Source: an optimization exercise on an open RTL-to-GDS flow (aim: small area). Production flows keep margins and buffers that such runs may drop. In this exercise RTL edits were held to simulation tests only and were not proved equivalent to the original. The clock port is modelled as an ideal driver; clocking choices that lean on that would not hold on a real chip.

==> flow/run.sh <==
#!/bin/bash
# Own layout flow: the standard synthesis, then its combinational logic
# re-mapped by ABC for area (every register instance is kept as it is; of a
# few ABC scripts the one giving the smallest area is used), then the standard flow's
# standard layout from floorplan to finish, with the smallest buffer on the
# ports and a clock tree of clkbuf_8 (characterized for at most 100 ps slew)
# with no dummy loads.
set -euo pipefail
W=$(pwd)
R=$W/orfs/results/$FLOW_PLATFORM/poker_board/base
LIB=$FLOW_HOME/platforms/$FLOW_PLATFORM/lib/sky130_fd_sc_hd__tt_025C_1v80.lib

bash standard.sh synth > $W/log_1_synth.txt 2>&1
cp $R/1_2_yosys.v $W/std_1_2_yosys.v

DONT_USE=$(sed -n '/^export DONT_USE_CELLS += /,/^$/p' $FLOW_HOME/platforms/$FLOW_PLATFORM/config.mk \
	| grep -o 'sky130_fd_sc_hd__[a-z0-9_]*' | sed 's/^/-dont_use /' | tr '\n' ' ')

# candidate ABC scripts, run in parallel
resyn() {
	local S=$1
	local n=$(basename $S .abc)
	yosys -p "
read_liberty -ignore_miss_func $LIB
read_verilog $W/std_1_2_yosys.v
hierarchy -check -top $FLOW_TOP
setattr -mod -set keep_hierarchy 1 sky130_fd_sc_hd__df* sky130_fd_sc_hd__edf* sky130_fd_sc_hd__conb_1
flatten
rename -hide w:*.*
opt -purge
abc -liberty $LIB -script $S $DONT_USE $FLOW_TOP
opt_clean -purge
select $FLOW_TOP
tee -o $W/abc_$n.stat stat -liberty $LIB
write_verilog -noattr -nohex -nodec -selected $W/abc_$n.v
" > $W/log_2_resyn_$n.txt 2>&1
}
jobs_max=${NUM_CORES:-4}
for S in $W/flow/area*.abc; do
	while (( $(jobs -rp | wc -l) >= jobs_max )); do sleep 1; done
	resyn $S &
done
wait

best=""
best_area=""
for S in $W/flow/area*.abc; do
	n=$(basename $S .abc)
	a=$(grep "Chip area" $W/abc_$n.stat 2>/dev/null | awk '{print $NF}' || true)
	echo "$n $a" >> $W/resyn_areas.txt
	[[ -n "$a" ]] || continue
	if [[ -z "$best" ]] || awk "BEGIN{exit !($a < $best_area)}"; then
		best=$n
		best_area=$a
	fi
done
echo "chosen $best $best_area" >> $W/resyn_areas.txt

yosys -p "
read_liberty -lib $LIB
read_verilog $W/abc_$best.v
hierarchy -check -top $FLOW_TOP
hilomap -singleton -hicell sky130_fd_sc_hd__conb_1 HI -locell sky130_fd_sc_hd__conb_1 LO
splitnets
opt_clean -purge
insbuf -buf sky130_fd_sc_hd__buf_1 A X
check -assert
tee -o $W/resyn_stat.txt stat -liberty $LIB
write_verilog -noattr -nohex -nodec $W/resyn_1_2_yosys.v
" > $W/log_3_resyn_check.txt 2>&1

cp $W/resyn_1_2_yosys.v $R/1_2_yosys.v
rm -f $R/1_synth.odb
bash standard.sh BUFFER_PORTS_ARGS="-buffer_cell sky130_fd_sc_hd__buf_1" PRE_CTS_TCL=$W/flow/pre_cts.tcl \
	CTS_ARGS="-sink_clustering_enable -repair_clock_nets -dont_use_dummy_load -buf_list sky130_fd_sc_hd__clkbuf_8" finish > $W/log_4_layout.txt 2>&1
==> flow/area1.abc <==
strash
&get -n
&dch -f
&nf -R 1000
&put
mfs2 -a
strash
&get -n
&dch -f
&nf -R 1000
&put
mfs2 -a
strash
&get -n
&dch -f
&nf -R 1000
&put
mfs2 -a
strash
&get -n
&dch -f
&nf -R 1000
&put
mfs2 -a
strash
&get -n
&dch -f
&nf -R 1000
&put
mfs2 -a
strash
&get -n
&dch -f
&nf -R 1000
&put
mfs2 -a
strash
&get -n
&dch -f
&nf -R 1000
&put
mfs2 -a
strash
&get -n
&dch -f
&nf -R 1000
&put
mfs2 -a
strash
&get -n
&dch -f
&nf -R 1000
&put
mfs2 -a
strash
&get -n
&dch -f
&nf -R 1000
&put
mfs2 -a
strash
&get -n
&dch -f
&nf -R 1000
&put
mfs2 -a
strash
&get -n
&dch -f
&nf -R 1000
&put
mfs2 -a
strash
&get -n
&dch -f
&nf -R 1000
&put
mfs2 -a
strash
&get -n
&dch -f
&nf -R 1000
&put
mfs2 -a
strash
&get -n
&dch -f
&nf -R 1000
&put
mfs2 -a
strash
&get -n
&dch -f
&nf -R 1000
&put
mfs2 -a
strash
&get -n
&dch -f
&nf -R 1000
&put
mfs2 -a
strash
&get -n
&dch -f
&nf -R 1000
&put
mfs2 -a
strash
&get -n
&dch -f
&nf -R 1000
&put
mfs2 -a
strash
&get -n
&dch -f
&nf -R 1000
&put
mfs2 -a
strash
&get -n
&dch -f
&nf -R 1000
&put
mfs2 -a
strash
&get -n
&dch -f
&nf -R 1000
&put
mfs2 -a
strash
&get -n
&dch -f
&nf -R 1000
&put
mfs2 -a
strash
&get -n
&dch -f
&nf -R 1000
&put
mfs2 -a
strash
&get -n
&dch -f
&nf -R 1000
&put
mfs2 -a
strash
&get -n
&dch -f
&nf -R 1000
&put
mfs2 -a
strash
&get -n
&dch -f
&nf -R 1000
&put
mfs2 -a
strash
&get -n
&dch -f
&nf -R 1000
&put
mfs2 -a
strash
&get -n
&dch -f
&nf -R 1000
&put
mfs2 -a
strash
&get -n
&dch -f
&nf -R 1000
&put
mfs2 -a
strash
&get -n
&dch -f
&nf -R 1000
&put
mfs2 -a
strash
&get -n
&dch -f
&nf -R 1000
&put
mfs2 -a
strash
&get -n
&dch -f
&nf -R 1000
&put
mfs2 -a
strash
&get -n
&dch -f
&nf -R 1000
&put
mfs2 -a
strash
&get -n
&dch -f
&nf -R 1000
&put
mfs2 -a
strash
&get -n
&dch -f
&nf -R 1000
&put
mfs2 -a
strash
&get -n
&dch -f
&nf -R 1000
&put
mfs2 -a
strash
&get -n
&dch -f
&nf -R 1000
&put
mfs2 -a
strash
&get -n
&dch -f
&nf -R 1000
&put
mfs2 -a
strash
&get -n
&dch -f
&nf -R 1000
&put
mfs2 -a
strash
&get -n
&dch -f
&nf -R 1000
&put
==> flow/area2.abc <==
strash
&get -n
&dch -f
&nf -R 1000
&put
mfs2 -a -W 8 -D 30 -M 10000
strash
&get -n
&dch -f
&nf -R 1000
&put
mfs2 -a -W 8 -D 30 -M 10000
strash
&get -n
&dch -f
&nf -R 1000
&put
mfs2 -a -W 8 -D 30 -M 10000
strash
&get -n
&dch -f
&nf -R 1000
&put
mfs2 -a -W 8 -D 30 -M 10000
strash
&get -n
&dch -f
&nf -R 1000
&put
mfs2 -a -W 8 -D 30 -M 10000
strash
&get -n
&dch -f
&nf -R 1000
&put
mfs2 -a -W 8 -D 30 -M 10000
strash
&get -n
&dch -f
&nf -R 1000
&put
mfs2 -a -W 8 -D 30 -M 10000
strash
&get -n
&dch -f
&nf -R 1000
&put
mfs2 -a -W 8 -D 30 -M 10000
strash
&get -n
&dch -f
&nf -R 1000
&put
mfs2 -a -W 8 -D 30 -M 10000
strash
&get -n
&dch -f
&nf -R 1000
&put
mfs2 -a -W 8 -D 30 -M 10000
strash
&get -n
&dch -f
&nf -R 1000
&put
mfs2 -a -W 8 -D 30 -M 10000
strash
&get -n
&dch -f
&nf -R 1000
&put
mfs2 -a -W 8 -D 30 -M 10000
strash
&get -n
&dch -f
&nf -R 1000
&put
mfs2 -a -W 8 -D 30 -M 10000
strash
&get -n
&dch -f
&nf -R 1000
&put
mfs2 -a -W 8 -D 30 -M 10000
strash
&get -n
&dch -f
&nf -R 1000
&put
mfs2 -a -W 8 -D 30 -M 10000
strash
&get -n
&dch -f
&nf -R 1000
&put
mfs2 -a -W 8 -D 30 -M 10000
strash
&get -n
&dch -f
&nf -R 1000
&put
mfs2 -a -W 8 -D 30 -M 10000
strash
&get -n
&dch -f
&nf -R 1000
&put
mfs2 -a -W 8 -D 30 -M 10000
strash
&get -n
&dch -f
&nf -R 1000
&put
mfs2 -a -W 8 -D 30 -M 10000
strash
&get -n
&dch -f
&nf -R 1000
&put
mfs2 -a -W 8 -D 30 -M 10000
strash
&get -n
&dch -f
&nf -R 1000
&put
mfs2 -a -W 8 -D 30 -M 10000
strash
&get -n
&dch -f
&nf -R 1000
&put
mfs2 -a -W 8 -D 30 -M 10000
strash
&get -n
&dch -f
&nf -R 1000
&put
mfs2 -a -W 8 -D 30 -M 10000
strash
&get -n
&dch -f
&nf -R 1000
&put
mfs2 -a -W 8 -D 30 -M 10000
strash
&get -n
&dch -f
&nf -R 1000
&put
mfs2 -a -W 8 -D 30 -M 10000
strash
&get -n
&dch -f
&nf -R 1000
&put
mfs2 -a -W 8 -D 30 -M 10000
strash
&get -n
&dch -f
&nf -R 1000
&put
mfs2 -a -W 8 -D 30 -M 10000
strash
&get -n
&dch -f
&nf -R 1000
&put
mfs2 -a -W 8 -D 30 -M 10000
strash
&get -n
&dch -f
&nf -R 1000
&put
mfs2 -a -W 8 -D 30 -M 10000
strash
&get -n
&dch -f
&nf -R 1000
&put
mfs2 -a -W 8 -D 30 -M 10000
strash
&get -n
&dch -f
&nf -R 1000
&put
mfs2 -a -W 8 -D 30 -M 10000
strash
&get -n
&dch -f
&nf -R 1000
&put
mfs2 -a -W 8 -D 30 -M 10000
strash
&get -n
&dch -f
&nf -R 1000
&put
mfs2 -a -W 8 -D 30 -M 10000
strash
&get -n
&dch -f
&nf -R 1000
&put
mfs2 -a -W 8 -D 30 -M 10000
strash
&get -n
&dch -f
&nf -R 1000
&put
mfs2 -a -W 8 -D 30 -M 10000
strash
&get -n
&dch -f
&nf -R 1000
&put
mfs2 -a -W 8 -D 30 -M 10000
strash
&get -n
&dch -f
&nf -R 1000
&put
mfs2 -a -W 8 -D 30 -M 10000
strash
&get -n
&dch -f
&nf -R 1000
&put
mfs2 -a -W 8 -D 30 -M 10000
strash
&get -n
&dch -f
&nf -R 1000
&put
mfs2 -a -W 8 -D 30 -M 10000
strash
&get -n
&dch -f
&nf -R 1000
&put
mfs2 -a -W 8 -D 30 -M 10000
strash
&get -n
&dch -f
&nf -R 1000
&put
==> flow/area3.abc <==
strash
&get -n
&dch -f
&nf -R 1000
&put
mfs2 -a -W 12 -D 50 -M 20000
strash
&get -n
&dch -f
&nf -R 1000
&put
mfs2 -a -W 12 -D 50 -M 20000
strash
&get -n
&dch -f
&nf -R 1000
&put
mfs2 -a -W 12 -D 50 -M 20000
strash
&get -n
&dch -f
&nf -R 1000
&put
mfs2 -a -W 12 -D 50 -M 20000
strash
&get -n
&dch -f
&nf -R 1000
&put
mfs2 -a -W 12 -D 50 -M 20000
strash
&get -n
&dch -f
&nf -R 1000
&put
mfs2 -a -W 12 -D 50 -M 20000
strash
&get -n
&dch -f
&nf -R 1000
&put
mfs2 -a -W 12 -D 50 -M 20000
strash
&get -n
&dch -f
&nf -R 1000
&put
mfs2 -a -W 12 -D 50 -M 20000
strash
&get -n
&dch -f
&nf -R 1000
&put
mfs2 -a -W 12 -D 50 -M 20000
strash
&get -n
&dch -f
&nf -R 1000
&put
mfs2 -a -W 12 -D 50 -M 20000
strash
&get -n
&dch -f
&nf -R 1000
&put
mfs2 -a -W 12 -D 50 -M 20000
strash
&get -n
&dch -f
&nf -R 1000
&put
mfs2 -a -W 12 -D 50 -M 20000
strash
&get -n
&dch -f
&nf -R 1000
&put
mfs2 -a -W 12 -D 50 -M 20000
strash
&get -n
&dch -f
&nf -R 1000
&put
mfs2 -a -W 12 -D 50 -M 20000
strash
&get -n
&dch -f
&nf -R 1000
&put
mfs2 -a -W 12 -D 50 -M 20000
strash
&get -n
&dch -f
&nf -R 1000
&put
mfs2 -a -W 12 -D 50 -M 20000
strash
&get -n
&dch -f
&nf -R 1000
&put
mfs2 -a -W 12 -D 50 -M 20000
strash
&get -n
&dch -f
&nf -R 1000
&put
mfs2 -a -W 12 -D 50 -M 20000
strash
&get -n
&dch -f
&nf -R 1000
&put
mfs2 -a -W 12 -D 50 -M 20000
strash
&get -n
&dch -f
&nf -R 1000
&put
mfs2 -a -W 12 -D 50 -M 20000
strash
&get -n
&dch -f
&nf -R 1000
&put
mfs2 -a -W 12 -D 50 -M 20000
strash
&get -n
&dch -f
&nf -R 1000
&put
mfs2 -a -W 12 -D 50 -M 20000
strash
&get -n
&dch -f
&nf -R 1000
&put
mfs2 -a -W 12 -D 50 -M 20000
strash
&get -n
&dch -f
&nf -R 1000
&put
mfs2 -a -W 12 -D 50 -M 20000
strash
&get -n
&dch -f
&nf -R 1000
&put
mfs2 -a -W 12 -D 50 -M 20000
strash
&get -n
&dch -f
&nf -R 1000
&put
mfs2 -a -W 12 -D 50 -M 20000
strash
&get -n
&dch -f
&nf -R 1000
&put
mfs2 -a -W 12 -D 50 -M 20000
strash
&get -n
&dch -f
&nf -R 1000
&put
mfs2 -a -W 12 -D 50 -M 20000
strash
&get -n
&dch -f
&nf -R 1000
&put
mfs2 -a -W 12 -D 50 -M 20000
strash
&get -n
&dch -f
&nf -R 1000
&put
mfs2 -a -W 12 -D 50 -M 20000
strash
&get -n
&dch -f
&nf -R 1000
&put
mfs2 -a -W 12 -D 50 -M 20000
strash
&get -n
&dch -f
&nf -R 1000
&put
mfs2 -a -W 12 -D 50 -M 20000
strash
&get -n
&dch -f
&nf -R 1000
&put
mfs2 -a -W 12 -D 50 -M 20000
strash
&get -n
&dch -f
&nf -R 1000
&put
mfs2 -a -W 12 -D 50 -M 20000
strash
&get -n
&dch -f
&nf -R 1000
&put
mfs2 -a -W 12 -D 50 -M 20000
strash
&get -n
&dch -f
&nf -R 1000
&put
mfs2 -a -W 12 -D 50 -M 20000
strash
&get -n
&dch -f
&nf -R 1000
&put
mfs2 -a -W 12 -D 50 -M 20000
strash
&get -n
&dch -f
&nf -R 1000
&put
mfs2 -a -W 12 -D 50 -M 20000
strash
&get -n
&dch -f
&nf -R 1000
&put
mfs2 -a -W 12 -D 50 -M 20000
strash
&get -n
&dch -f
&nf -R 1000
&put
mfs2 -a -W 12 -D 50 -M 20000
strash
&get -n
&dch -f
&nf -R 1000
&put
mfs2 -a -W 12 -D 50 -M 20000
strash
&get -n
&dch -f
&nf -R 1000
&put
mfs2 -a -W 12 -D 50 -M 20000
strash
&get -n
&dch -f
&nf -R 1000
&put
mfs2 -a -W 12 -D 50 -M 20000
strash
&get -n
&dch -f
&nf -R 1000
&put
mfs2 -a -W 12 -D 50 -M 20000
strash
&get -n
&dch -f
&nf -R 1000
&put
mfs2 -a -W 12 -D 50 -M 20000
strash
&get -n
&dch -f
&nf -R 1000
&put
mfs2 -a -W 12 -D 50 -M 20000
strash
&get -n
&dch -f
&nf -R 1000
&put
mfs2 -a -W 12 -D 50 -M 20000
strash
&get -n
&dch -f
&nf -R 1000
&put
mfs2 -a -W 12 -D 50 -M 20000
strash
&get -n
&dch -f
&nf -R 1000
&put
mfs2 -a -W 12 -D 50 -M 20000
strash
&get -n
&dch -f
&nf -R 1000
&put
mfs2 -a -W 12 -D 50 -M 20000
strash
&get -n
&dch -f
&nf -R 1000
&put
mfs2 -a -W 12 -D 50 -M 20000
strash
&get -n
&dch -f
&nf -R 1000
&put
mfs2 -a -W 12 -D 50 -M 20000
strash
&get -n
&dch -f
&nf -R 1000
&put
mfs2 -a -W 12 -D 50 -M 20000
strash
&get -n
&dch -f
&nf -R 1000
&put
mfs2 -a -W 12 -D 50 -M 20000
strash
&get -n
&dch -f
&nf -R 1000
&put
mfs2 -a -W 12 -D 50 -M 20000
strash
&get -n
&dch -f
&nf -R 1000
&put
mfs2 -a -W 12 -D 50 -M 20000
strash
&get -n
&dch -f
&nf -R 1000
&put
mfs2 -a -W 12 -D 50 -M 20000
strash
&get -n
&dch -f
&nf -R 1000
&put
mfs2 -a -W 12 -D 50 -M 20000
strash
&get -n
&dch -f
&nf -R 1000
&put
mfs2 -a -W 12 -D 50 -M 20000
strash
&get -n
&dch -f
&nf -R 1000
&put
mfs2 -a -W 12 -D 50 -M 20000
strash
&get -n
&dch -f
&nf -R 1000
&put
==> flow/area4.abc <==
strash
&get -n
&dch -f
&nf -R 1000
&put
mfs2 -a -W 16 -D 100 -M 50000
strash
&get -n
&dch -f
&nf -R 1000
&put
mfs2 -a -W 16 -D 100 -M 50000
strash
&get -n
&dch -f
&nf -R 1000
&put
mfs2 -a -W 16 -D 100 -M 50000
strash
&get -n
&dch -f
&nf -R 1000
&put
mfs2 -a -W 16 -D 100 -M 50000
strash
&get -n
&dch -f
&nf -R 1000
&put
mfs2 -a -W 16 -D 100 -M 50000
strash
&get -n
&dch -f
&nf -R 1000
&put
mfs2 -a -W 16 -D 100 -M 50000
strash
&get -n
&dch -f
&nf -R 1000
&put
mfs2 -a -W 16 -D 100 -M 50000
strash
&get -n
&dch -f
&nf -R 1000
&put
mfs2 -a -W 16 -D 100 -M 50000
strash
&get -n
&dch -f
&nf -R 1000
&put
mfs2 -a -W 16 -D 100 -M 50000
strash
&get -n
&dch -f
&nf -R 1000
&put
mfs2 -a -W 16 -D 100 -M 50000
strash
&get -n
&dch -f
&nf -R 1000
&put
mfs2 -a -W 16 -D 100 -M 50000
strash
&get -n
&dch -f
&nf -R 1000
&put
mfs2 -a -W 16 -D 100 -M 50000
strash
&get -n
&dch -f
&nf -R 1000
&put
mfs2 -a -W 16 -D 100 -M 50000
strash
&get -n
&dch -f
&nf -R 1000
&put
mfs2 -a -W 16 -D 100 -M 50000
strash
&get -n
&dch -f
&nf -R 1000
&put
mfs2 -a -W 16 -D 100 -M 50000
strash
&get -n
&dch -f
&nf -R 1000
&put
mfs2 -a -W 16 -D 100 -M 50000
strash
&get -n
&dch -f
&nf -R 1000
&put
mfs2 -a -W 16 -D 100 -M 50000
strash
&get -n
&dch -f
&nf -R 1000
&put
mfs2 -a -W 16 -D 100 -M 50000
strash
&get -n
&dch -f
&nf -R 1000
&put
mfs2 -a -W 16 -D 100 -M 50000
strash
&get -n
&dch -f
&nf -R 1000
&put
mfs2 -a -W 16 -D 100 -M 50000
strash
&get -n
&dch -f
&nf -R 1000
&put
mfs2 -a -W 16 -D 100 -M 50000
strash
&get -n
&dch -f
&nf -R 1000
&put
mfs2 -a -W 16 -D 100 -M 50000
strash
&get -n
&dch -f
&nf -R 1000
&put
mfs2 -a -W 16 -D 100 -M 50000
strash
&get -n
&dch -f
&nf -R 1000
&put
mfs2 -a -W 16 -D 100 -M 50000
strash
&get -n
&dch -f
&nf -R 1000
&put
mfs2 -a -W 16 -D 100 -M 50000
strash
&get -n
&dch -f
&nf -R 1000
&put
mfs2 -a -W 16 -D 100 -M 50000
strash
&get -n
&dch -f
&nf -R 1000
&put
mfs2 -a -W 16 -D 100 -M 50000
strash
&get -n
&dch -f
&nf -R 1000
&put
mfs2 -a -W 16 -D 100 -M 50000
strash
&get -n
&dch -f
&nf -R 1000
&put
mfs2 -a -W 16 -D 100 -M 50000
strash
&get -n
&dch -f
&nf -R 1000
&put
mfs2 -a -W 16 -D 100 -M 50000
strash
&get -n
&dch -f
&nf -R 1000
&put
mfs2 -a -W 16 -D 100 -M 50000
strash
&get -n
&dch -f
&nf -R 1000
&put
mfs2 -a -W 16 -D 100 -M 50000
strash
&get -n
&dch -f
&nf -R 1000
&put
mfs2 -a -W 16 -D 100 -M 50000
strash
&get -n
&dch -f
&nf -R 1000
&put
mfs2 -a -W 16 -D 100 -M 50000
strash
&get -n
&dch -f
&nf -R 1000
&put
mfs2 -a -W 16 -D 100 -M 50000
strash
&get -n
&dch -f
&nf -R 1000
&put
mfs2 -a -W 16 -D 100 -M 50000
strash
&get -n
&dch -f
&nf -R 1000
&put
mfs2 -a -W 16 -D 100 -M 50000
strash
&get -n
&dch -f
&nf -R 1000
&put
mfs2 -a -W 16 -D 100 -M 50000
strash
&get -n
&dch -f
&nf -R 1000
&put
mfs2 -a -W 16 -D 100 -M 50000
strash
&get -n
&dch -f
&nf -R 1000
&put
mfs2 -a -W 16 -D 100 -M 50000
strash
&get -n
&dch -f
&nf -R 1000
&put
mfs2 -a -W 16 -D 100 -M 50000
strash
&get -n
&dch -f
&nf -R 1000
&put
mfs2 -a -W 16 -D 100 -M 50000
strash
&get -n
&dch -f
&nf -R 1000
&put
mfs2 -a -W 16 -D 100 -M 50000
strash
&get -n
&dch -f
&nf -R 1000
&put
mfs2 -a -W 16 -D 100 -M 50000
strash
&get -n
&dch -f
&nf -R 1000
&put
mfs2 -a -W 16 -D 100 -M 50000
strash
&get -n
&dch -f
&nf -R 1000
&put
mfs2 -a -W 16 -D 100 -M 50000
strash
&get -n
&dch -f
&nf -R 1000
&put
mfs2 -a -W 16 -D 100 -M 50000
strash
&get -n
&dch -f
&nf -R 1000
&put
mfs2 -a -W 16 -D 100 -M 50000
strash
&get -n
&dch -f
&nf -R 1000
&put
mfs2 -a -W 16 -D 100 -M 50000
strash
&get -n
&dch -f
&nf -R 1000
&put
mfs2 -a -W 16 -D 100 -M 50000
strash
&get -n
&dch -f
&nf -R 1000
&put
mfs2 -a -W 16 -D 100 -M 50000
strash
&get -n
&dch -f
&nf -R 1000
&put
mfs2 -a -W 16 -D 100 -M 50000
strash
&get -n
&dch -f
&nf -R 1000
&put
mfs2 -a -W 16 -D 100 -M 50000
strash
&get -n
&dch -f
&nf -R 1000
&put
mfs2 -a -W 16 -D 100 -M 50000
strash
&get -n
&dch -f
&nf -R 1000
&put
mfs2 -a -W 16 -D 100 -M 50000
strash
&get -n
&dch -f
&nf -R 1000
&put
mfs2 -a -W 16 -D 100 -M 50000
strash
&get -n
&dch -f
&nf -R 1000
&put
mfs2 -a -W 16 -D 100 -M 50000
strash
&get -n
&dch -f
&nf -R 1000
&put
mfs2 -a -W 16 -D 100 -M 50000
strash
&get -n
&dch -f
&nf -R 1000
&put
mfs2 -a -W 16 -D 100 -M 50000
strash
&get -n
&dch -f
&nf -R 1000
&put
mfs2 -a -W 16 -D 100 -M 50000
strash
&get -n
&dch -f
&nf -R 1000
&put
mfs2 -a -W 16 -D 100 -M 50000
strash
&get -n
&dch -f
&nf -R 1000
&put
mfs2 -a -W 16 -D 100 -M 50000
strash
&get -n
&dch -f
&nf -R 1000
&put
mfs2 -a -W 16 -D 100 -M 50000
strash
&get -n
&dch -f
&nf -R 1000
&put
mfs2 -a -W 16 -D 100 -M 50000
strash
&get -n
&dch -f
&nf -R 1000
&put
mfs2 -a -W 16 -D 100 -M 50000
strash
&get -n
&dch -f
&nf -R 1000
&put
mfs2 -a -W 16 -D 100 -M 50000
strash
&get -n
&dch -f
&nf -R 1000
&put
mfs2 -a -W 16 -D 100 -M 50000
strash
&get -n
&dch -f
&nf -R 1000
&put
mfs2 -a -W 16 -D 100 -M 50000
strash
&get -n
&dch -f
&nf -R 1000
&put
mfs2 -a -W 16 -D 100 -M 50000
strash
&get -n
&dch -f
&nf -R 1000
&put
mfs2 -a -W 16 -D 100 -M 50000
strash
&get -n
&dch -f
&nf -R 1000
&put
mfs2 -a -W 16 -D 100 -M 50000
strash
&get -n
&dch -f
&nf -R 1000
&put
mfs2 -a -W 16 -D 100 -M 50000
strash
&get -n
&dch -f
&nf -R 1000
&put
mfs2 -a -W 16 -D 100 -M 50000
strash
&get -n
&dch -f
&nf -R 1000
&put
mfs2 -a -W 16 -D 100 -M 50000
strash
&get -n
&dch -f
&nf -R 1000
&put
mfs2 -a -W 16 -D 100 -M 50000
strash
&get -n
&dch -f
&nf -R 1000
&put
mfs2 -a -W 16 -D 100 -M 50000
strash
&get -n
&dch -f
&nf -R 1000
&put
mfs2 -a -W 16 -D 100 -M 50000
strash
&get -n
&dch -f
&nf -R 1000
&put
mfs2 -a -W 16 -D 100 -M 50000
strash
&get -n
&dch -f
&nf -R 1000
&put
mfs2 -a -W 16 -D 100 -M 50000
strash
&get -n
&dch -f
&nf -R 1000
&put
mfs2 -a -W 16 -D 100 -M 50000
strash
&get -n
&dch -f
&nf -R 1000
&put
==> flow/area5.abc <==
strash
&get -n
&dch -f
&nf -R 1000
&put
mfs2 -a -W 16 -D 100 -M 50000
strash
&get -n
&dch -f
&nf -R 1000
&put
mfs2 -a -W 16 -D 100 -M 50000
strash
&get -n
&dch -f
&nf -R 1000
&put
mfs2 -a -W 16 -D 100 -M 50000
strash
&get -n
&dch -f
&nf -R 1000
&put
mfs2 -a -W 16 -D 100 -M 50000
strash
&get -n
&dch -f
&nf -R 1000
&put
mfs2 -a -W 16 -D 100 -M 50000
strash
&get -n
&dch -f
&nf -R 1000
&put
mfs2 -a -W 16 -D 100 -M 50000
strash
&get -n
&dch -f
&nf -R 1000
&put
mfs2 -a -W 16 -D 100 -M 50000
strash
&get -n
&dch -f
&nf -R 1000
&put
mfs2 -a -W 16 -D 100 -M 50000
strash
&get -n
&dch -f
&nf -R 1000
&put
mfs2 -a -W 16 -D 100 -M 50000
strash
&get -n
&dch -f
&nf -R 1000
&put
mfs2 -a -W 16 -D 100 -M 50000
strash
&get -n
&dch -f
&nf -R 1000
&put
mfs2 -a -W 16 -D 100 -M 50000
strash
&get -n
&dch -f
&nf -R 1000
&put
mfs2 -a -W 16 -D 100 -M 50000
strash
&get -n
&dch -f
&nf -R 1000
&put
mfs2 -a -W 16 -D 100 -M 50000
strash
&get -n
&dch -f
&nf -R 1000
&put
mfs2 -a -W 16 -D 100 -M 50000
strash
&get -n
&dch -f
&nf -R 1000
&put
mfs2 -a -W 16 -D 100 -M 50000
strash
&get -n
&dch -f
&nf -R 1000
&put
mfs2 -a -W 16 -D 100 -M 50000
strash
&get -n
&dch -f
&nf -R 1000
&put
mfs2 -a -W 16 -D 100 -M 50000
strash
&get -n
&dch -f
&nf -R 1000
&put
mfs2 -a -W 16 -D 100 -M 50000
strash
&get -n
&dch -f
&nf -R 1000
&put
mfs2 -a -W 16 -D 100 -M 50000
strash
&get -n
&dch -f
&nf -R 1000
&put
mfs2 -a -W 16 -D 100 -M 50000
strash
&get -n
&dch -f
&nf -R 1000
&put
mfs2 -a -W 16 -D 100 -M 50000
strash
&get -n
&dch -f
&nf -R 1000
&put
mfs2 -a -W 16 -D 100 -M 50000
strash
&get -n
&dch -f
&nf -R 1000
&put
mfs2 -a -W 16 -D 100 -M 50000
strash
&get -n
&dch -f
&nf -R 1000
&put
mfs2 -a -W 16 -D 100 -M 50000
strash
&get -n
&dch -f
&nf -R 1000
&put
mfs2 -a -W 16 -D 100 -M 50000
strash
&get -n
&dch -f
&nf -R 1000
&put
mfs2 -a -W 16 -D 100 -M 50000
strash
&get -n
&dch -f
&nf -R 1000
&put
mfs2 -a -W 16 -D 100 -M 50000
strash
&get -n
&dch -f
&nf -R 1000
&put
mfs2 -a -W 16 -D 100 -M 50000
strash
&get -n
&dch -f
&nf -R 1000
&put
mfs2 -a -W 16 -D 100 -M 50000
strash
&get -n
&dch -f
&nf -R 1000
&put
mfs2 -a -W 16 -D 100 -M 50000
strash
&get -n
&dch -f
&nf -R 1000
&put
mfs2 -a -W 16 -D 100 -M 50000
strash
&get -n
&dch -f
&nf -R 1000
&put
mfs2 -a -W 16 -D 100 -M 50000
strash
&get -n
&dch -f
&nf -R 1000
&put
mfs2 -a -W 16 -D 100 -M 50000
strash
&get -n
&dch -f
&nf -R 1000
&put
mfs2 -a -W 16 -D 100 -M 50000
strash
&get -n
&dch -f
&nf -R 1000
&put
mfs2 -a -W 16 -D 100 -M 50000
strash
&get -n
&dch -f
&nf -R 1000
&put
mfs2 -a -W 16 -D 100 -M 50000
strash
&get -n
&dch -f
&nf -R 1000
&put
mfs2 -a -W 16 -D 100 -M 50000
strash
&get -n
&dch -f
&nf -R 1000
&put
mfs2 -a -W 16 -D 100 -M 50000
strash
&get -n
&dch -f
&nf -R 1000
&put
mfs2 -a -W 16 -D 100 -M 50000
strash
&get -n
&dch -f
&nf -R 1000
&put
mfs2 -a -W 16 -D 100 -M 50000
strash
&get -n
&dch -f
&nf -R 1000
&put
==> flow/area6.abc <==
strash
&get -n
&dch -f
&nf -R 1000
&put
mfs2 -a -W 12 -D 50 -M 20000
strash
&get -n
&dch -f
&nf -R 1000
&put
mfs2 -a -W 12 -D 50 -M 20000
strash
&get -n
&dch -f
&nf -R 1000
&put
mfs2 -a -W 12 -D 50 -M 20000
strash
&get -n
&dch -f
&nf -R 1000
&put
mfs2 -a -W 12 -D 50 -M 20000
strash
&get -n
&dch -f
&nf -R 1000
&put
mfs2 -a -W 12 -D 50 -M 20000
strash
&get -n
&dch -f
&nf -R 1000
&put
mfs2 -a -W 12 -D 50 -M 20000
strash
&get -n
&dch -f
&nf -R 1000
&put
mfs2 -a -W 12 -D 50 -M 20000
strash
&get -n
&dch -f
&nf -R 1000
&put
mfs2 -a -W 12 -D 50 -M 20000
strash
&get -n
&dch -f
&nf -R 1000
&put
mfs2 -a -W 12 -D 50 -M 20000
strash
&get -n
&dch -f
&nf -R 1000
&put
mfs2 -a -W 12 -D 50 -M 20000
strash
&get -n
&dch -f
&nf -R 1000
&put
mfs2 -a -W 12 -D 50 -M 20000
strash
&get -n
&dch -f
&nf -R 1000
&put
mfs2 -a -W 12 -D 50 -M 20000
strash
&get -n
&dch -f
&nf -R 1000
&put
mfs2 -a -W 12 -D 50 -M 20000
strash
&get -n
&dch -f
&nf -R 1000
&put
mfs2 -a -W 12 -D 50 -M 20000
strash
&get -n
&dch -f
&nf -R 1000
&put
mfs2 -a -W 12 -D 50 -M 20000
strash
&get -n
&dch -f
&nf -R 1000
&put
mfs2 -a -W 12 -D 50 -M 20000
strash
&get -n
&dch -f
&nf -R 1000
&put
mfs2 -a -W 12 -D 50 -M 20000
strash
&get -n
&dch -f
&nf -R 1000
&put
mfs2 -a -W 12 -D 50 -M 20000
strash
&get -n
&dch -f
&nf -R 1000
&put
mfs2 -a -W 12 -D 50 -M 20000
strash
&get -n
&dch -f
&nf -R 1000
&put
mfs2 -a -W 12 -D 50 -M 20000
strash
&get -n
&dch -f
&nf -R 1000
&put
mfs2 -a -W 12 -D 50 -M 20000
strash
&get -n
&dch -f
&nf -R 1000
&put
mfs2 -a -W 12 -D 50 -M 20000
strash
&get -n
&dch -f
&nf -R 1000
&put
mfs2 -a -W 12 -D 50 -M 20000
strash
&get -n
&dch -f
&nf -R 1000
&put
mfs2 -a -W 12 -D 50 -M 20000
strash
&get -n
&dch -f
&nf -R 1000
&put
mfs2 -a -W 12 -D 50 -M 20000
strash
&get -n
&dch -f
&nf -R 1000
&put
mfs2 -a -W 12 -D 50 -M 20000
strash
&get -n
&dch -f
&nf -R 1000
&put
mfs2 -a -W 12 -D 50 -M 20000
strash
&get -n
&dch -f
&nf -R 1000
&put
mfs2 -a -W 12 -D 50 -M 20000
strash
&get -n
&dch -f
&nf -R 1000
&put
mfs2 -a -W 12 -D 50 -M 20000
strash
&get -n
&dch -f
&nf -R 1000
&put
mfs2 -a -W 12 -D 50 -M 20000
strash
&get -n
&dch -f
&nf -R 1000
&put
mfs2 -a -W 12 -D 50 -M 20000
strash
&get -n
&dch -f
&nf -R 1000
&put
mfs2 -a -W 12 -D 50 -M 20000
strash
&get -n
&dch -f
&nf -R 1000
&put
mfs2 -a -W 12 -D 50 -M 20000
strash
&get -n
&dch -f
&nf -R 1000
&put
mfs2 -a -W 12 -D 50 -M 20000
strash
&get -n
&dch -f
&nf -R 1000
&put
mfs2 -a -W 12 -D 50 -M 20000
strash
&get -n
&dch -f
&nf -R 1000
&put
mfs2 -a -W 12 -D 50 -M 20000
strash
&get -n
&dch -f
&nf -R 1000
&put
mfs2 -a -W 12 -D 50 -M 20000
strash
&get -n
&dch -f
&nf -R 1000
&put
mfs2 -a -W 12 -D 50 -M 20000
strash
&get -n
&dch -f
&nf -R 1000
&put
mfs2 -a -W 12 -D 50 -M 20000
strash
&get -n
&dch -f
&nf -R 1000
&put
mfs2 -a -W 12 -D 50 -M 20000
strash
&get -n
&dch -f
&nf -R 1000
&put
==> flow/pre_cts.tcl <==
configure_cts_characterization -max_slew 1.0e-10
==> standard.sh <==
#!/bin/bash
# synth_recipe.tcl (not shown) runs the flow's synth.tcl, then flattens the netlist and writes it again
# the make line also repeats each setting of config.mk as NAME=value (left out here)
make -C /OpenROAD-flow-scripts/flow DESIGN_CONFIG=/design/flow/config.mk WORK_HOME=/design/flow/orfs CLKGATE_MAP_FILE= SYNTH_SCRIPT=/design/flow/synth_recipe.tcl "${@:-finish}"
==> config.mk <==
export PLATFORM = sky130hd
export DESIGN_NAME = poker_board
export DESIGN_NICKNAME = poker_board
export VERILOG_FILES = /design/flow/design.v
export SDC_FILE = /design/flow/constraint.sdc
export NUM_CORES = 4
export LEC_CHECK = 0
export ABC_AREA = 1
export CAP_MARGIN = 20
export CORE_MARGIN = 2
export CORE_UTILIZATION = 40
export GPL_TIMING_DRIVEN = 0
export SLEW_MARGIN = 20
==> constraint.sdc <==
create_clock -name core_clock -period 20.0 [get_ports {Clk}]
set_input_delay 4.0000 -clock core_clock [delete_from_list [all_inputs] [get_ports {Clk}]]
set_output_delay 4.0000 -clock core_clock [all_outputs]
set_load 0.01 [all_outputs]
==> design.v <==
module poker (
	input            Clk,
	input            Reset,
	input      [7:0] Switches,
	input            SCEN,
	input            Ack,
	input            Check,
	input            Bet,
	input            Call,
	input            Fold,
	output reg [3:0] Card1, Card2, Card3, Card4, Card5,
	output reg [3:0] Player1card1, Player1card2, Player2card1, Player2card2,
	output reg [7:0] Player1balance, Player2balance,
	output reg       PlayerTurn,
	output reg       DispCards,
	output reg       Winner,
	output reg       Gameover,
	output     [5:0] Player1state,
	output     [5:0] Player2state,
	output reg       Betting,
	output     [3:0] Hole1,
	output     [3:0] Hole2
);
localparam
NOMOVE  = 3'b000,
CHECK   = 3'b001,
BET     = 3'b010,
IN      = 3'b110,
CALL    = 3'b100,
FOLD    = 3'b101;
function [5:0] onehot;
	input [2:0] e;
	onehot = {e == IN, e == FOLD, e == CALL, e == BET, e == CHECK, e == NOMOVE};
endfunction
localparam
G_START  = 4'b0000,
G_WIN0   = 4'b0001,
G_PAY    = 4'b0101,
G_HELD   = 4'b0110,
G_RANK2  = 4'b0100,
G_HAND   = 4'b1000;
reg [3:0] gs;
wire inStage = gs[3];
wire dealt   = gs[0];
wire inWin   = ~gs[3] & (gs[2:0] != 3'b000);
reg [7:0] betLimit, bet;
reg [9:0] rnd;      
reg [3:0] rmod;     
reg [6:0] p1rank;   
reg       p1wins;   
reg [2:0] p1e, p2e;   
assign Player1state = onehot(p1e);
assign Player2state = onehot(p2e);
function gt8;
	input [7:0] a, b;
	integer i;
	reg g;
	begin
		g = 1'b0;
		for (i = 0; i < 8; i = i + 1)
			g = a[i] & ~b[i] | (a[i] | ~b[i]) & g;
		gt8 = g;
	end
endfunction
function [8:0] sub8;
	input [7:0] a, b;
	integer i;
	reg br;
	reg [7:0] d;
	begin
		br = 1'b0;
		for (i = 0; i < 8; i = i + 1)
		begin
			d[i] = a[i] ^ b[i] ^ br;
			br = ~a[i] & b[i] | ~(a[i] ^ b[i]) & br;
		end
		sub8 = {br, d};
	end
endfunction
function ge7;
	input [6:0] a, b;
	integer i;
	reg g;
	begin
		g = 1'b1;
		for (i = 0; i < 7; i = i + 1)
			g = a[i] & ~b[i] | (a[i] | ~b[i]) & g;
		ge7 = g;
	end
endfunction
function [9:0] shift;
	input [9:0] v;
	shift = {v[8:0], v[9] ^ v[6]};
endfunction
function [3:0] mstep;
	input [3:0] u;
	input b, f;
	reg [4:0] t;
	begin
		t = {u, 1'b0} + {3'b000, b, b} + {4'b0000, f} - 5'd2;   
		mstep = (t >= 5'd28) ? t - 5'd26 : (t >= 5'd15) ? t - 5'd13 : t;
	end
endfunction
wire [9:0] r1 = shift(rnd);
wire [9:0] r2 = shift(r1);
wire [9:0] r3 = shift(r2);
wire [9:0] r4 = shift(r3);
wire [3:0] u1 = mstep(rmod, rnd[9], r1[0]);
wire [3:0] u2 = mstep(u1, r1[9], r2[0]);
wire [3:0] u3 = mstep(u2, r2[9], r3[0]);
wire [3:0] u4 = mstep(u3, r3[9], r4[0]);
wire [6:0] rk;
wire holeP2 = inWin ? gs == G_RANK2 : PlayerTurn;
assign Hole1 = holeP2 ? Player2card1 : Player1card1;
assign Hole2 = holeP2 ? Player2card2 : Player1card2;
poker_rank rank (.c0(Card1), .c1(Card2), .c2(Card3), .c3(Card4), .c4(Card5),
	.c5(Hole1), .c6(Hole2), .rk(rk));
wire [2:0] meS = PlayerTurn ? p2e : p1e;
wire [2:0] otS = PlayerTurn ? p1e : p2e;
wire p1Fold  = p1e == FOLD;
wire p2Fold  = p2e == FOLD;
wire payNow  = inWin & (p1Fold | p2Fold) | gs == G_PAY;
wire lose2   = p1Fold ? 1'b0 : p2Fold ? 1'b1 : p1wins;
wire [7:0] meB = (inWin ? lose2 : PlayerTurn) ? Player2balance : Player1balance;
wire       inBet = meS == BET;
wire [8:0] diff = sub8(payNow ? 8'd254 : meB, payNow ? meB : inBet ? bet : betLimit);
wire [7:0] newB = (diff[8] & ~payNow) ? 8'd0 : diff[7:0];
wire sAck = SCEN & Ack, sBet = SCEN & Bet, sCall = SCEN & Call, sCheck = SCEN & Check, sFold = SCEN & Fold;
wire NEXT_TURN = p1e == CALL || p2e == CALL || (p1e == CHECK && p2e == CHECK);
wire END_GAME = p1e == FOLD || p2e == FOLD;
wire act     = inStage & dealt & ~NEXT_TURN & ~END_GAME;
wire bCancel = inBet & sBet;
wire bSubmit = inBet & ~sBet & ~diff[8] & gt8(bet, betLimit) & sAck;
wire mCall   = ~inBet & otS != NOMOVE & otS != CHECK & sCall;
wire mBet    = ~inBet & meS != IN & sBet;
wire mCheck  = ~inBet & (otS == NOMOVE || otS == CHECK) & meS == NOMOVE & sCheck;
wire mFold   = ~inBet & sFold;
wire mSwap   = bSubmit | mCall | mCheck | mFold;
wire newBal  = act & (bSubmit | mCall);
wire [2:0] newS = mFold ? FOLD : mCheck ? CHECK : mBet ? BET : mCall ? CALL :
                  bSubmit ? IN : bCancel ? NOMOVE : meS;
always @(posedge Clk, posedge Reset)
begin
	if (Reset)
	begin
		gs <= G_START;
		PlayerTurn <= 0;
		Card1 <= 0; Card2 <= 0; Card3 <= 0; Card4 <= 0; Card5 <= 0;
		Player1card1 <= 0; Player1card2 <= 0; Player2card1 <= 0; Player2card2 <= 0;
		p1e <= NOMOVE;
		p2e <= NOMOVE;
		DispCards <= 0;
		Gameover <= 0;
		Winner <= 0;
		Betting <= 0;
		Player1balance <= 255;
		Player2balance <= 255;
		betLimit <= 0;
		bet <= 0;
		rnd <= 10'b1010110101;
		rmod <= 4'd6;    
	end
	else
	begin
		rnd <= r1;
		rmod <= u1;
		if (gs == G_START)
		begin
			rnd <= r3;
			rmod <= u3;
			if (sAck)
				gs <= G_HAND;
			PlayerTurn <= 0;
			Card1 <= 0; Card2 <= 0; Card3 <= 0; Card4 <= 0; Card5 <= 0;
			Player1card1 <= 0; Player1card2 <= 0; Player2card1 <= 0; Player2card2 <= 0;
			p1e <= NOMOVE;
			p2e <= NOMOVE;
			DispCards <= 0;
			Gameover <= 0;
			Betting <= 0;
			betLimit <= 0;
		end
		else if (!inStage)	 
		begin
			if (sAck && Gameover && Player1balance != 0 && Player2balance != 0)
			begin
				p1e <= NOMOVE;
				p2e <= NOMOVE;
				gs <= G_START;
			end
			else if (gs != G_HELD)
				gs <= gs + 4'd1;
			if (p1e == FOLD)
			begin
				Player2balance <= newB;
				Winner <= 1;
				Gameover <= 1;
			end
			else if (p2e == FOLD)
			begin
				Player1balance <= newB;
				Winner <= 0;
				Gameover <= 1;
			end
			else if (gs == G_PAY)
			begin
				Gameover <= 1;
				Winner <= !p1wins;
				if (p1wins)
					Player1balance <= newB;
				else
					Player2balance <= newB;
			end
		end
		else	 
		begin
			if (!dealt)
			begin
				gs[0] <= 1'b1;
				case (gs[2:1])
				2'b00: begin
					Player1card1 <= u1; Player1card2 <= u2; Player2card1 <= u3; Player2card2 <= u4;
					rnd <= r4; rmod <= u4;
				end
				2'b01: begin
					Card1 <= u1; Card2 <= u2; Card3 <= u3;
					rnd <= r4; rmod <= u4;
				end
				2'b10: begin
					Card4 <= u1;
					rnd <= r2; rmod <= u2;
				end
				default: begin
					Card5 <= u1;
					rnd <= r2; rmod <= u2;
				end
				endcase
			end
			else if (NEXT_TURN)
			begin
				gs <= (gs[2:1] == 2'b11) ? G_WIN0 : {1'b1, gs[2:1] + 2'd1, 1'b0};
				p1e <= NOMOVE;
				p2e <= NOMOVE;
				betLimit <= 0;
				PlayerTurn <= 0;
			end
			else if (END_GAME)
			begin
				gs <= G_WIN0;
				betLimit <= 0;
				if (gs[2:1] == 2'b00)
					Betting <= 0;
			end
			else
			begin
				if (inBet)
				begin
					bet <= Switches;
					if (bCancel)
						Betting <= 0;
					else if (bSubmit)
					begin
						betLimit <= bet;
						Betting <= 0;
					end
				end
				else
				begin
					if (mBet)
						Betting <= 1;
					if (mCall | mBet | mCheck | mFold)
						DispCards <= 0;
					else if (sAck)
						DispCards <= !DispCards;
				end
				if (mSwap)
					PlayerTurn <= !PlayerTurn;
				if (PlayerTurn)
				begin
					p2e <= newS;
					if (newBal)
						Player2balance <= newB;
				end
				else
				begin
					p1e <= newS;
					if (newBal)
						Player1balance <= newB;
				end
			end
		end
	end
end
always @(posedge Clk)
begin
	p1rank <= rk;
	p1wins <= ge7(p1rank, rk);
end
endmodule
module poker_rank (
	input  [3:0] c0, c1, c2, c3, c4, c5, c6,
	output [6:0] rk
);
function [7:0] cx;
	input [3:0] a, b;
	reg [3:0] gt, ge;
	reg g;
	begin
		gt = a & ~b;
		ge = a | ~b;
		g = gt[3] | ge[3] & (gt[2] | ge[2] & (gt[1] | ge[1] & gt[0]));
		cx = g ? {b, a} : {a, b};
	end
endfunction
function plus4;
	input [3:0] a, b;
	plus4 = b[1:0] == a[1:0] && b[3:2] == a[3:2] + 2'd1;
endfunction
reg [3:0] d0, d1, d2, d3, d4, d5, d6;
always @*
begin
	d0 = c0; d1 = c1; d2 = c2; d3 = c3; d4 = c4; d5 = c5; d6 = c6;
	{d0, d1} = cx(d0, d1);
	{d2, d3} = cx(d2, d3);
	{d4, d5} = cx(d4, d5);
	{d0, d2} = cx(d0, d2);
	{d1, d3} = cx(d1, d3);
	{d4, d6} = cx(d4, d6);
	{d1, d2} = cx(d1, d2);
	{d5, d6} = cx(d5, d6);
	{d0, d4} = cx(d0, d4);
	{d1, d5} = cx(d1, d5);
	{d2, d6} = cx(d2, d6);
	{d2, d4} = cx(d2, d4);
	{d3, d5} = cx(d3, d5);
	{d1, d2} = cx(d1, d2);
	{d3, d4} = cx(d3, d4);
	{d5, d6} = cx(d5, d6);
end
wire e0 = d0 == d1, e1 = d1 == d2, e2 = d2 == d3, e3 = d3 == d4, e4 = d4 == d5, e5 = d5 == d6;
wire quad  = e0 & e1 & e2 | e1 & e2 & e3 | e2 & e3 & e4 | e3 & e4 & e5;
wire full1 = e4 & e5 & (e2 | e1 | e0) | e3 & e4 & (e1 | e0);
wire full2 = e2 & e3 & (e5 | e0) | e1 & e2 & (e5 | e4) | e0 & e1 & (e5 | e4 | e3);
wire str1  = ~(e2 | e3 | e4 | e5) & plus4(d2, d6);
wire str2  = ~(e1 | e2 | e3 | e4) & plus4(d1, d5);
wire str3  = ~(e0 | e1 | e2 | e3) & plus4(d0, d4);
wire trip  = e0 & e1 | e1 & e2 | e2 & e3 | e3 & e4 | e4 & e5;
wire pair  = e0 | e1 | e2 | e3 | e4 | e5;
wire pair2 = e0 & (e1 | e2 | e3 | e4 | e5) | e1 & (e2 | e3 | e4 | e5) | e2 & (e3 | e4 | e5) | e3 & (e4 | e5) | e4 & e5;
reg [2:0] hnd;
reg [1:0] hsel;   
always @*
begin
	hsel = 2'd0;
	if (quad | full1)
		hnd = 3'd6 - {2'b00, ~quad};
	else if (full2)
	begin
		hnd = 3'd5;
		hsel = e5 ? 2'd0 : e4 ? 2'd1 : 2'd2;
	end
	else if (str1 | str2 | str3)
	begin
		hnd = 3'd4;
		hsel = str1 ? 2'd0 : str2 ? 2'd1 : 2'd2;
	end
	else if (trip)
		hnd = 3'd3;
	else if (pair2)
		hnd = 3'd2;
	else if (pair)
		hnd = 3'd1;
	else
		hnd = 3'd0;
end
assign rk = {hnd, hsel[1] ? d4 : hsel[0] ? d5 : d6};
endmodule
module poker_board (
	input        Clk,
	input        Reset,
	input  [7:0] Switches,
	input        SCEN,
	input        Ack,
	input        Check,
	input        Bet,
	input        Call,
	input        Fold,
	output [3:0] Card1, Card2, Card3, Card4, Card5,
	output [3:0] Player1card1, Player1card2, Player2card1, Player2card2,
	output [7:0] Player1balance, Player2balance,
	output       PlayerTurn,
	output       DispCards,
	output       Winner,
	output       Gameover,
	output [5:0] Player1state,
	output [5:0] Player2state,
	output       Betting,
	output [31:0] Digits
);
	wire [3:0] Hole1, Hole2;
	poker poker (.Switches(Switches), .Ack(Ack),
		.Check(Check), .Bet(Bet), .Call(Call), .Fold(Fold),
		.Clk(Clk), .Reset(Reset), .SCEN(SCEN),
		.Card1(Card1), .Card2(Card2), .Card3(Card3), .Card4(Card4), .Card5(Card5),
		.Player1card1(Player1card1), .Player1card2(Player1card2), .Player2card1(Player2card1),
		.Player2card2(Player2card2), .Player1balance(Player1balance), .Player2balance(Player2balance),
		.PlayerTurn(PlayerTurn), .DispCards(DispCards), .Winner(Winner), .Gameover(Gameover),
		.Player1state(Player1state), .Player2state(Player2state), .Betting(Betting),
		.Hole1(Hole1), .Hole2(Hole2));
	function [3:0] add3;
		input [3:0] x;
		begin
			add3[3] = x[3] | x[2] & (x[1] | x[0]);
			add3[2] = x[2] & ~x[1] & ~x[0] | x[3] & x[0];
			add3[1] = ~x[2] & x[1] | x[1] & x[0] | x[3] & ~x[0];
			add3[0] = ~x[3] & ~x[2] & x[0] | x[2] & x[1] & ~x[0] | x[3] & ~x[0];
		end
	endfunction
	function [11:0] dec3;
		input [7:0] v;
		reg [3:0] c1, c2, c3, c4, c5, c6, c7;
		reg [3:0] h, t, o;
		begin
			c1 = add3({1'b0, v[7:5]});
			c2 = add3({c1[2:0], v[4]});
			c3 = add3({c2[2:0], v[3]});
			c4 = add3({1'b0, c1[3], c2[3], c3[3]});
			c5 = add3({c3[2:0], v[2]});
			c6 = add3({c4[2:0], c5[3]});
			c7 = add3({c5[2:0], v[1]});
			h = {2'b00, c4[3], c6[3]};
			t = {c6[2:0], c7[3]};
			o = {c7[2:0], v[0]};
			dec3[11:8] = (h == 0) ? 4'd10 : h;
			dec3[7:4]  = (t == 0) ? 4'd10 : t;
			dec3[3:0]  = (o == 0) ? 4'd10 : o;
		end
	endfunction
	wire [7:0] balB = (Player1state == 6'b000100) ? Player1balance : Player2balance;
	wire [7:0] balL = Betting ? Switches : Winner ? Player2balance : Player1balance;
	wire [11:0] decA = dec3(balB);
	wire [11:0] decL = dec3(balL);
	reg [3:0] SSD7, SSD6, SSD5, SSD4, SSD3, SSD2, SSD1, SSD0;
	always @ *
	begin
		if (Betting | Gameover)
		begin
			SSD3 = 4'd10;
			{SSD2, SSD1, SSD0} = decL;
			if (Betting)
			begin
				SSD7 = 4'd10;
				{SSD6, SSD5, SSD4} = decA;
			end
			else
			begin
				SSD7 = 4'b1111;
				SSD6 = Winner ? 4'd2 : 4'd1;
				SSD5 = 4'd0;
				SSD4 = 4'd0;
			end
		end
		else
		begin
			SSD7 = PlayerTurn ? 4'd2 : 4'd1;
			SSD6 = Card5;
			SSD5 = Card4;
			SSD4 = Card3;
			SSD3 = Card2;
			SSD2 = Card1;
			SSD1 = DispCards ? Hole2 : 4'd0;
			SSD0 = DispCards ? Hole1 : 4'd0;
		end
	end
	assign Digits = {SSD7, SSD6, SSD5, SSD4, SSD3, SSD2, SSD1, SSD0};
endmodule
==> impl_metrics.py <==
metrics = {
    "route": {
        "vias_per_cell": 5.84,
        "routed_wl_um": 28500,
        "vias": 9166,
        "drc": 0,
        "drt_iter0_drc": 690,
        "ant_nets": 0,
        "dr.pass1.iters": 6,
        "wire_per_inst_um": 18.1,
    },
    "logic_synthesis": {
        "syn_area_per_cell_sq_um": 7.56,
        "syn_area_sq_mm": 0.00880,
        "synthCells": 1163,
        "synth_nets": 1179,
        "ys_warn_count": 3,
    },
    "grt": {
        "grt-ovfl-total": 0,
        "grt_pass1_wl_um": 46100,
        "grtUsageMet3": 0.0290,
        "grt_pass1_vias": 8458,
        "grt_usage": 0.246,
        "grt_util_met2": 0.384,
        "antenna_found_initial": 0,
        "grt_start_max_net_pins": 79,
        "met1_usage": 0.350,
        "busiest_layer": "met2",
    },
    "finish": {
        "area_growth_pct": 11.0,
        "layout_commonest_cell": "nand2_1",
        "drive_above_1_share": 0.0326,
        "fin_cells": 1570,
        "final_cell_mix": "nand2_1 (174), nor2_1 (162), o21ai_0 (116), buf_1 (116), a21oi_1 (102)",
        "nNetsFinal": 1308,
        "diodes": 0,
        "fin_util": 0.450,
    },
    "floorplan": {
        "die_w_um": 152,
        "rows": 54,
        "io_pins": 117,
        "die_h_um": 152,
        "start_util": 0.406,
        "die_area_sq_mm": 0.0232,
        "core_sq_mm": 0.0217,
    },
    "hold_path": {
        "min_path_type": "reg -> reg",
    },
    "timing": {
        "slew_headroom": 0.315,
        "setup_viol": 0,
        "fin_ws_ns": 7.61,
        "skew_ns": 0.0188,
        "period_share": 0.620,
        "worst_pin_slew_ns": 1.02,
        "fmax_mhz": 80.7,
        "fin_setup_tns_ns": 0,
        "hold_violations": 0,
        "rsz0062_at_grt": "false",
        "min_period_ns": 12.39,
        "slew_viol_final": 0,
        "whs_ns": 0.512,
    },
    "setup_path": {
        "crit_required_ns": 20.28,
        "cp_common_cell": "o21ai_0",
        "crit_slowest_cell": "o21ai_0",
        "cp.arrival_ns": 12.67,
        "critical_path.startpoint_type": "flip-flop",
        "crit_fanout": 15,
        "crit_type": "reg -> reg",
        "slowest_delay_ns": 0.73,
        "crit_path_end_kind": "flip-flop",
    },
    "outcome": {
        "status": "no timing/DRC/antenna violations",
    },
    "placed_design": {
        "dp.cells": 1561,
        "hpwl_um": 22200,
        "pre_cts_ws_ns": 7.62,
        "io_buffers": 116,
        "globalplace.congestion": 0.915,
    },
    "run": {
        "cap_violations": 0,
    },
    "clocking": {
        "cts_setup_buffers": 0,
        "postCtsHoldBufs": 0,
        "cts_sinks": 105,
        "cts_tree": "yes",
        "ctsResizeCount": 0,
        "worstSkewPairLatency_ns": 0.39,
        "numCtsBuffers": 9,
        "clk_pin_slew_worst_paths_ns": 0.09,
    },
}
[registers in the layout, summed over array words and instances (netlist names), 7 cells and up]
register / flops
poker.p1rank: 7
poker.betLimit: 8
poker.rnd: 10
poker.Player1balance: 8
poker.bet: 8
poker.Player2balance: 8
[critical path: cells and delay by family, from the launching register on]
kind / cells / cell delay (ns)
AO/OA/AOI/OAI: 32 / 8.10
adder cells (fa/ha/maj): 3 / 0.64
multiplexers: 1 / 0.56
flip-flops: 1 / 0.66
buffers and inverters: 3 / 0.61
AND/OR/NAND/NOR: 11 / 1.69
[per-layer routing]
| layer | vias up | wire (um) |
|---|---|---|
| met4 | 0 | 837 |
| met1 | 4305 | 13500 |
| met2 | 304 | 12400 |
| met3 | 37 | 1740 |
| li1 | 4520 | - |
| met5 | - | 0 |
[per-stage QoR]
step           instance area, sq um
2_1_floorplan                  8800
3_3_place_gp                   9580
3_5_place_dp                   9640
4_1_cts                        9760
5_1_grt                        9770
6_report                       9770
[area by class of cell]
cell class | count | area [sq um]
Inverter | 53 | 204
Fill cell | 2258 | 11900
Tap cell | 280 | 350
Multi-Input combinational cell | 1005 | 6000
Clock buffer | 9 | 124
Timing Repair Buffer | 118 | 470
Sequential cell | 105 | 2620
[path summary, 6_finish.rpt]
path,from,cells past startpoint,endpoint,slack [ns]
max,poker.gs[3]$_DFFE_PP0P_,50,poker.p1wins$_DFF_P_,7.61
min,poker.p1rank[6]$_DFF_P_,2,poker.p1wins$_DFF_P_,0.51
max reg2reg,poker.gs[3]$_DFFE_PP0P_,50,poker.p1wins$_DFF_P_,7.61
min reg2reg,poker.p1rank[6]$_DFF_P_,2,poker.p1wins$_DFF_P_,0.51
max in group asynchronous,Reset,3,poker.rmod[1]$_DFF_PP1_,15.79
min in group asynchronous,Reset,2,poker.Card2[1]$_DFFE_PP0P_,3.52

[what the ideal ports hide]
In the flow no input, the clock included, has a driving cell. The finished layout below was timed again as built, in two steps.
Step 1 (the two cells are an assumption about what drives the block):
set clk [get_ports {Clk}]
set_driving_cell -lib_cell sky130_fd_sc_hd__clkbuf_16 $clk
set_driving_cell -lib_cell sky130_fd_sc_hd__buf_2 [delete_from_list [all_inputs] $clk]
Step 2, shift: input delay + t, output delay - t, t = (earliest + latest rising clock arrival at the registers) / 2. This alone moves slack from input paths to output paths.
Three values: ideal ports, drivers, drivers and shift; two values: the first two.
shift t [ns]: 0.417
setup WS [ns]: 7.606 / 7.606 / 7.606
worst hold slack (ns): 0.512 / 0.512 / 0.512
latest minus earliest clock arrival (ns): 0.021 / 0.021
slew at the worst register clock pin (ns): 0.10 / 0.10
After both steps this run still meets setup and hold. The setup slack of this run moves by 0.000 ns with the drivers and by 0.000 ns with both steps.
